Context: an optimization exercise on an open-source flow, tuned for small area, a short achievable clock period and few clock cycles per item. The choices shown serve that exercise and are no tape-out recipe.
RTL that was checked went through simulation tests only; none was proved equivalent to the original.
No activity file was given, so power comes from the tool's default toggle rates.

job 4640:
==> flow/design.v <==
`timescale 1ns/1ps
module ma_core_ema(clk, rst, in_valid, seeded, in_price, out_avg);
  parameter ALPHA_SH = 4;
  parameter NC = 4;
  localparam W = 32 + ALPHA_SH;
  input clk;
  input rst;
  input in_valid;           
  input seeded;             
  input  [31:0] in_price;   
  output [31:0] out_avg;
  reg [31:0] out_avg;
  reg [NC-1:0] upd_c, ld_c;
  wire [NC-1:0] seen_c = {NC{seeded}} | upd_c | ld_c;
  always @(posedge clk) begin
    upd_c <= {NC{in_valid & ~rst}} & seen_c;
    ld_c  <= {NC{in_valid & ~rst}} & ~seen_c;
  end
  wire [W-1:0] upd, ld;
  genvar i;
  generate
    for (i = 0; i < W; i = i + 1) begin : g_mode
      assign upd[i] = upd_c[i * NC / W];
      assign ld[i]  = ld_c[i * NC / W];
    end
  endgenerate
  wire [W-1:0] x_ext = {{ALPHA_SH{in_price[31]}}, in_price};
  wire [W-1:0] x_shl = {in_price, {ALPHA_SH{1'b0}}};
  wire [W-1:0] a_ext = {{ALPHA_SH{out_avg[31]}}, out_avg};
  wire [W-1:0] a_shl = {out_avg, {ALPHA_SH{1'b0}}};
  wire [W-1:0] t;
  wire [W-1:0] opx = (upd & x_ext) | (ld & x_shl);
  generate
    if (ALPHA_SH == 1) begin : g_two
      wire [W-1:0] opa = (upd & a_ext) | (~upd & ~ld & a_shl);
      assign t = opx + opa;
    end else begin : g_csa
      wire [W-1:0] p = ~ld & a_shl;
      wire [W-1:0] n = upd & ~a_ext;
      wire [W-1:0] s = opx ^ p ^ n;
      wire [W-1:0] c = (opx & p) | (opx & n) | (p & n);
      assign t = s + {c[W-2:0], upd[0]};
    end
  endgenerate
  always @(posedge clk)
    out_avg <= t[W-1:ALPHA_SH];
endmodule
`timescale 1ns/1ps
module tick_pipeline(
  clk, rst, in_valid, in_price, out_valid, out_signal, fast_dbg, slow_dbg
);
  parameter FAST_ALPHA_SH = 1;
  parameter SLOW_ALPHA_SH = 6;
  input clk;
  input rst;
  input in_valid;
  input  [31:0] in_price;
  output        out_valid;
  output [1:0]  out_signal;
  output [31:0] fast_dbg;
  output [31:0] slow_dbg;
  reg        seeded;
  reg        tick_upd, tick_ld;
  reg [31:0] tick_x;
  wire accept = in_valid & ~rst;
  wire seen   = seeded | tick_upd | tick_ld;
  always @(posedge clk) begin
    tick_upd <= accept & seen;
    tick_ld  <= accept & ~seen;
    tick_x   <= in_price;
    seeded   <= ~rst & seen;
  end
  reg out_valid_r;
  reg [1:0] signal_r;
  wire [31:0] fast_avg, slow_avg;
  ma_core_ema #(.ALPHA_SH(FAST_ALPHA_SH), .NC(2)) u_fast (
    .clk(clk), .rst(rst), .in_valid(in_valid), .seeded(seeded),
    .in_price(tick_x), .out_avg(fast_avg)
  );
  ma_core_ema #(.ALPHA_SH(SLOW_ALPHA_SH), .NC(4)) u_slow (
    .clk(clk), .rst(rst), .in_valid(in_valid), .seeded(seeded),
    .in_price(tick_x), .out_avg(slow_avg)
  );
  always @(posedge clk) begin
    out_valid_r <= (tick_upd | tick_ld) & ~rst;
    if (!tick_upd)
      signal_r <= 2'b00;
    else if (fast_avg > slow_avg)
      signal_r <= 2'b01;
    else if (fast_avg < slow_avg)
      signal_r <= 2'b11;
    else
      signal_r <= 2'b00;
  end
  assign out_valid  = out_valid_r;
  assign out_signal = signal_r;
  assign fast_dbg   = fast_avg;
  assign slow_dbg   = slow_avg;
endmodule
Settings: LEC_CHECK=0, CAP_MARGIN=20, CORE_MARGIN=2, CORE_UTILIZATION=65, CTS_BUF_LIST=sky130_fd_sc_hd__clkbuf_4 sky130_fd_sc_hd__clkbuf_8, SETUP_SLACK_MARGIN=2.0, SLEW_MARGIN=20; clock period 5.5 ns.
standard.sh (not shown) runs the stock make flow with config.mk's settings and CLKGATE_MAP_FILE= SYNTH_SCRIPT=/design/flow/synth_recipe.tcl, a recipe that flattens the netlist after the stock synthesis.
==> flow/flow/run.sh <==
#!/bin/bash
set -euo pipefail
bash standard.sh "BUFFER_PORTS_ARGS=-buffer_cell sky130_fd_sc_hd__buf_1" finish > flow.log 2>&1
What job 9953 does differently from job 4640 at the input level:
==> flow/design.v <==
`timescale 1ns/1ps
module ma_core_ema(clk, upd, ld, in_price, out_avg);
  parameter ALPHA_SH = 4;
  localparam W = 32 + ALPHA_SH;
  input clk;
  input upd;                
  input ld;                 
  input  [31:0] in_price;
  output [31:0] out_avg;
  reg [31:0] out_avg;
  wire [W-1:0] x_ext = {{ALPHA_SH{in_price[31]}}, in_price};
  wire [W-1:0] x_shl = {in_price, {ALPHA_SH{1'b0}}};
  wire [W-1:0] a_ext = {{ALPHA_SH{out_avg[31]}}, out_avg};
  wire [W-1:0] a_shl = {out_avg, {ALPHA_SH{1'b0}}};
  wire [W-1:0] t;
  wire [W-1:0] opx = ({W{upd}} & x_ext) | ({W{ld}} & x_shl);
  generate
    if (ALPHA_SH == 1) begin : g_two
      wire [W-1:0] opa = ({W{upd}} & a_ext) | ({W{~upd & ~ld}} & a_shl);
      assign t = opx + opa;
    end else begin : g_csa
      wire [W-1:0] p = {W{~ld}} & a_shl;
      wire [W-1:0] n = {W{upd}} & ~a_ext;
      wire [W-1:0] s = opx ^ p ^ n;
      wire [W-1:0] c = (opx & p) | (opx & n) | (p & n);
      assign t = s + {c[W-2:0], upd};
    end
  endgenerate
  always @(posedge clk)
    out_avg <= t[W-1:ALPHA_SH];
endmodule
`timescale 1ns/1ps
module tick_pipeline(
  clk, rst, in_valid, in_price, out_valid, out_signal, fast_dbg, slow_dbg
);
  parameter FAST_ALPHA_SH = 1;
  parameter SLOW_ALPHA_SH = 6;
  input clk;
  input rst;
  input in_valid;
  input  [31:0] in_price;
  output        out_valid;
  output [1:0]  out_signal;
  output [31:0] fast_dbg;
  output [31:0] slow_dbg;
  reg        seeded;
  reg        tick_upd, tick_ld;
  reg [31:0] tick_x;
  wire accept = in_valid & ~rst;
  wire seen   = seeded | tick_upd | tick_ld;
  always @(posedge clk) begin
    tick_upd <= accept & seen;
    tick_ld  <= accept & ~seen;
    tick_x   <= in_price;
    seeded   <= ~rst & seen;
  end
  reg out_valid_r;
  reg [1:0] signal_r;
  wire [31:0] fast_avg, slow_avg;
  ma_core_ema #(.ALPHA_SH(FAST_ALPHA_SH)) u_fast (
    .clk(clk), .upd(tick_upd), .ld(tick_ld),
    .in_price(tick_x), .out_avg(fast_avg)
  );
  ma_core_ema #(.ALPHA_SH(SLOW_ALPHA_SH)) u_slow (
    .clk(clk), .upd(tick_upd), .ld(tick_ld),
    .in_price(tick_x), .out_avg(slow_avg)
  );
  always @(posedge clk) begin
    out_valid_r <= (tick_upd | tick_ld) & ~rst;
    if (!tick_upd)
      signal_r <= 2'b00;
    else if (fast_avg > slow_avg)
      signal_r <= 2'b01;
    else if (fast_avg < slow_avg)
      signal_r <= 2'b11;
    else
      signal_r <= 2'b00;
  end
  assign out_valid  = out_valid_r;
  assign out_signal = signal_r;
  assign fast_dbg   = fast_avg;
  assign slow_dbg   = slow_avg;
endmodule
--- outcome ---
Compared with job 4640, job 9953 shows non-clock buffer count higher by 16. Compared with job 4640, in job 9953 fraction of power consumed by sequential logic decreased by 0.7 points relative to the old numbers, later-pin clock latency in the skew report went down 0.07 ns. Where clock period minus final worst setup slack is concerned, job 4640 is better than job 9953. Comparing job 4640 and job 9953, number of well taps is lower on job 9953. Between job 4640 and job 9953, the flow reports core area decreasing by a little under 10%. Job 4640 has higher cell count than job 9953. Die: job 9953 smaller than job 4640. Compare job 4640 and job 9953 | detailed route wirelength on metal2 lower: job 9953. Against job 4640, job 9953 comes in 1 higher on cell count of the worst reg-to-reg path. Worst hold slack, job 4640 and job 9953: smaller value in job 9953.
Testbench counts of job 9953, summed over its fixed seeds: cycles 32,016, items 32,000.
For job 4640, only the layout was checked, not whether the RTL still works.

---

RTL: one of the versions met above, not the one the previous note started from.
Size in the first run: about 950 cells after synthesis, about 100 I/O pins, about 8000 um2 of cells after synthesis.
Design tick_pipeline, start of the top module:
module tick_pipeline(
  clk, rst, in_valid, in_price, out_valid, out_signal, fast_dbg, slow_dbg
);
==> module ma_core_ema, before the edit <==
module ma_core_ema(clk, upd, ld, in_price, out_avg);
  parameter ALPHA_SH = 4;
  localparam W = 32 + ALPHA_SH;
  input clk;
  input upd;                
  input ld;                 
  input  [31:0] in_price;
  output [31:0] out_avg;
  reg [31:0] out_avg;
  wire [W-1:0] x_ext = {{ALPHA_SH{in_price[31]}}, in_price};
  wire [W-1:0] x_shl = {in_price, {ALPHA_SH{1'b0}}};
  wire [W-1:0] a_ext = {{ALPHA_SH{out_avg[31]}}, out_avg};
  wire [W-1:0] a_shl = {out_avg, {ALPHA_SH{1'b0}}};
  wire [W-1:0] t;
  wire [W-1:0] opx = ({W{upd}} & x_ext) | ({W{ld}} & x_shl);
  generate
    if (ALPHA_SH == 1) begin : g_two
      wire [W-1:0] opa = ({W{upd}} & a_ext) | ({W{~upd & ~ld}} & a_shl);
      assign t = opx + opa;
    end else begin : g_csa
      wire [W-1:0] p = {W{~ld}} & a_shl;
      wire [W-1:0] n = {W{upd}} & ~a_ext;
      wire [W-1:0] s = opx ^ p ^ n;
      wire [W-1:0] c = (opx & p) | (opx & n) | (p & n);
      assign t = s + {c[W-2:0], upd};
    end
  endgenerate
  always @(posedge clk)
    out_avg <= t[W-1:ALPHA_SH];
endmodule
==> module tick_pipeline, before the edit <==
module tick_pipeline(
  clk, rst, in_valid, in_price, out_valid, out_signal, fast_dbg, slow_dbg
);
  parameter FAST_ALPHA_SH = 1;
  parameter SLOW_ALPHA_SH = 6;
  input clk;
  input rst;
  input in_valid;
  input  [31:0] in_price;
  output        out_valid;
  output [1:0]  out_signal;
  output [31:0] fast_dbg;
  output [31:0] slow_dbg;
  reg        seeded;
  reg        tick_upd, tick_ld;
  reg [31:0] tick_x;
  wire accept = in_valid & ~rst;
  wire seen   = seeded | tick_upd | tick_ld;
  always @(posedge clk) begin
    tick_upd <= accept & seen;
    tick_ld  <= accept & ~seen;
    tick_x   <= in_price;
    seeded   <= ~rst & seen;
  end
  reg out_valid_r;
  reg [1:0] signal_r;
  wire [31:0] fast_avg, slow_avg;
  ma_core_ema #(.ALPHA_SH(FAST_ALPHA_SH)) u_fast (
    .clk(clk), .upd(tick_upd), .ld(tick_ld),
    .in_price(tick_x), .out_avg(fast_avg)
  );
  ma_core_ema #(.ALPHA_SH(SLOW_ALPHA_SH)) u_slow (
    .clk(clk), .upd(tick_upd), .ld(tick_ld),
    .in_price(tick_x), .out_avg(slow_avg)
  );
  always @(posedge clk) begin
    out_valid_r <= (tick_upd | tick_ld) & ~rst;
    if (!tick_upd)
      signal_r <= 2'b00;
    else if (fast_avg > slow_avg)
      signal_r <= 2'b01;
    else if (fast_avg < slow_avg)
      signal_r <= 2'b11;
    else
      signal_r <= 2'b00;
  end
  assign out_valid  = out_valid_r;
  assign out_signal = signal_r;
  assign fast_dbg   = fast_avg;
  assign slow_dbg   = slow_avg;
endmodule
==> flow/config.mk <==
export PLATFORM = sky130hd
export DESIGN_NAME = tick_pipeline
export DESIGN_NICKNAME = tick_pipeline
export VERILOG_FILES = /design/flow/design.v
export SDC_FILE = /design/flow/constraint.sdc
export NUM_CORES = 4
export LEC_CHECK = 0
export CAP_MARGIN = 20
export CORE_MARGIN = 2
export CORE_UTILIZATION = 40
export SETUP_SLACK_MARGIN = 2.0
export SLEW_MARGIN = 20
==> flow/constraint.sdc <==
create_clock -name core_clock -period 5.5 [get_ports {clk}]
set_input_delay 1.1000 -clock core_clock [delete_from_list [all_inputs] [get_ports {clk}]]
set_output_delay 1.1000 -clock core_clock [all_outputs]
set_load 0.01 [all_outputs]
==> flow/flow/run.sh <==
#!/bin/bash
set -euo pipefail
bash standard.sh "BUFFER_PORTS_ARGS=-buffer_cell sky130_fd_sc_hd__buf_2" finish > flow.log 2>&1
Testbench counts at the start, summed over its fixed seeds: cycles 32,016, items 32,000.
Edit:
--- a/flow/design.v
+++ b/flow/design.v
@@ -1,32 +1,48 @@
 `timescale 1ns/1ps
-module ma_core_ema(clk, upd, ld, in_price, out_avg);
+module ma_core_ema(clk, rst, in_valid, seeded, in_price, out_avg);
   parameter ALPHA_SH = 4;
+  parameter NC = 4;
   localparam W = 32 + ALPHA_SH;
   input clk;
-  input upd;                
-  input ld;                 
-  input  [31:0] in_price;
+  input rst;
+  input in_valid;           
+  input seeded;             
+  input  [31:0] in_price;   
   output [31:0] out_avg;
   reg [31:0] out_avg;
+  reg [NC-1:0] upd_c, ld_c;
+  wire [NC-1:0] seen_c = {NC{seeded}} | upd_c | ld_c;
+  always @(posedge clk) begin
+    upd_c <= {NC{in_valid & ~rst}} & seen_c;
+    ld_c  <= {NC{in_valid & ~rst}} & ~seen_c;
+  end
+  wire [W-1:0] upd, ld;
+  genvar i;
+  generate
+    for (i = 0; i < W; i = i + 1) begin : g_mode
+      assign upd[i] = upd_c[i * NC / W];
+      assign ld[i]  = ld_c[i * NC / W];
+    end
+  endgenerate
   wire [W-1:0] x_ext = {{ALPHA_SH{in_price[31]}}, in_price};
   wire [W-1:0] x_shl = {in_price, {ALPHA_SH{1'b0}}};
   wire [W-1:0] a_ext = {{ALPHA_SH{out_avg[31]}}, out_avg};
   wire [W-1:0] a_shl = {out_avg, {ALPHA_SH{1'b0}}};
   wire [W-1:0] t;
-  wire [W-1:0] opx = ({W{upd}} & x_ext) | ({W{ld}} & x_shl);
+  wire [W-1:0] opx = (upd & x_ext) | (ld & x_shl);
   generate
     if (ALPHA_SH == 1) begin : g_two
-      wire [W-1:0] opa = ({W{upd}} & a_ext) | ({W{~upd & ~ld}} & a_shl);
+      wire [W-1:0] opa = (upd & a_ext) | (~upd & ~ld & a_shl);
       assign t = opx + opa;
     end else begin : g_csa
-      wire [W-1:0] p = {W{~ld}} & a_shl;
-      wire [W-1:0] n = {W{upd}} & ~a_ext;
+      wire [W-1:0] p = ~ld & a_shl;
+      wire [W-1:0] n = upd & ~a_ext;
       wire [W-1:0] s = opx ^ p ^ n;
       wire [W-1:0] c = (opx & p) | (opx & n) | (p & n);
-      assign t = s + {c[W-2:0], upd};
+      assign t = s + {c[W-2:0], upd[0]};
     end
   endgenerate
   always @(posedge clk)
     out_avg <= t[W-1:ALPHA_SH];
 endmodule
 `timescale 1ns/1ps
@@ -54,18 +70,18 @@
     tick_x   <= in_price;
     seeded   <= ~rst & seen;
   end
   reg out_valid_r;
   reg [1:0] signal_r;
   wire [31:0] fast_avg, slow_avg;
-  ma_core_ema #(.ALPHA_SH(FAST_ALPHA_SH)) u_fast (
-    .clk(clk), .upd(tick_upd), .ld(tick_ld),
+  ma_core_ema #(.ALPHA_SH(FAST_ALPHA_SH), .NC(2)) u_fast (
+    .clk(clk), .rst(rst), .in_valid(in_valid), .seeded(seeded),
     .in_price(tick_x), .out_avg(fast_avg)
   );
-  ma_core_ema #(.ALPHA_SH(SLOW_ALPHA_SH)) u_slow (
-    .clk(clk), .upd(tick_upd), .ld(tick_ld),
+  ma_core_ema #(.ALPHA_SH(SLOW_ALPHA_SH), .NC(4)) u_slow (
+    .clk(clk), .rst(rst), .in_valid(in_valid), .seeded(seeded),
     .in_price(tick_x), .out_avg(slow_avg)
   );
   always @(posedge clk) begin
     out_valid_r <= (tick_upd | tick_ld) & ~rst;
     if (!tick_upd)
       signal_r <= 2'b00;
Outcome: The new run produced a clean layout; clock-buffer cell count climbs by 11; die area grows by a little under a tenth; cell area goes up by a little under a tenth; synthesized area is higher by roughly a tenth; wire length climbs by a little under a tenth; register-to-register slack is better by 90 ps; sequential share of layout area increases by 0.80 points; first-iteration DRC count is higher by well over a third; synthesized cell count climbs by a few percent; via count rises by a little under a tenth; clock skew is about the same; power climbs by roughly a tenth.
The RTL of the second run of this note was laid out without a check of its function.

## what the ideal ports hide
In the flow no input, the clock included, has a driving cell. The finished layouts below were timed again as built, in two steps.
Step 1 sets driving cells, clkbuf_16 on the clock port and buf_2 on the other inputs (assumed; they add their load-dependent delay and slew).
Step 2, shift: input delay + t, output delay - t, t = (earliest + latest rising clock arrival at the registers) / 2. This alone moves slack from input paths to output paths.
Slacks: ideal ports / drivers / drivers and shift; pairs: ideal ports / drivers.
| run | t (ns) | setup WS [ns] | slew at the worst register clock pin (ns) |
|---|---|---|---|
| job 4640 | 0.508 | 2.123 / 2.123 / 2.123 | 0.07 / 0.07 |
| job 9953 | 0.426 | 2.117 / 2.117 / 2.117 | 0.10 / 0.10 |
| the first run of note 2 | 0.404 | 2.052 / 2.052 / 2.052 | 0.07 / 0.07 |
| the second run of note 2 | 0.465 | 2.138 / 2.138 / 2.138 | 0.06 / 0.06 |
After both steps setup and hold are still met in every run listed.
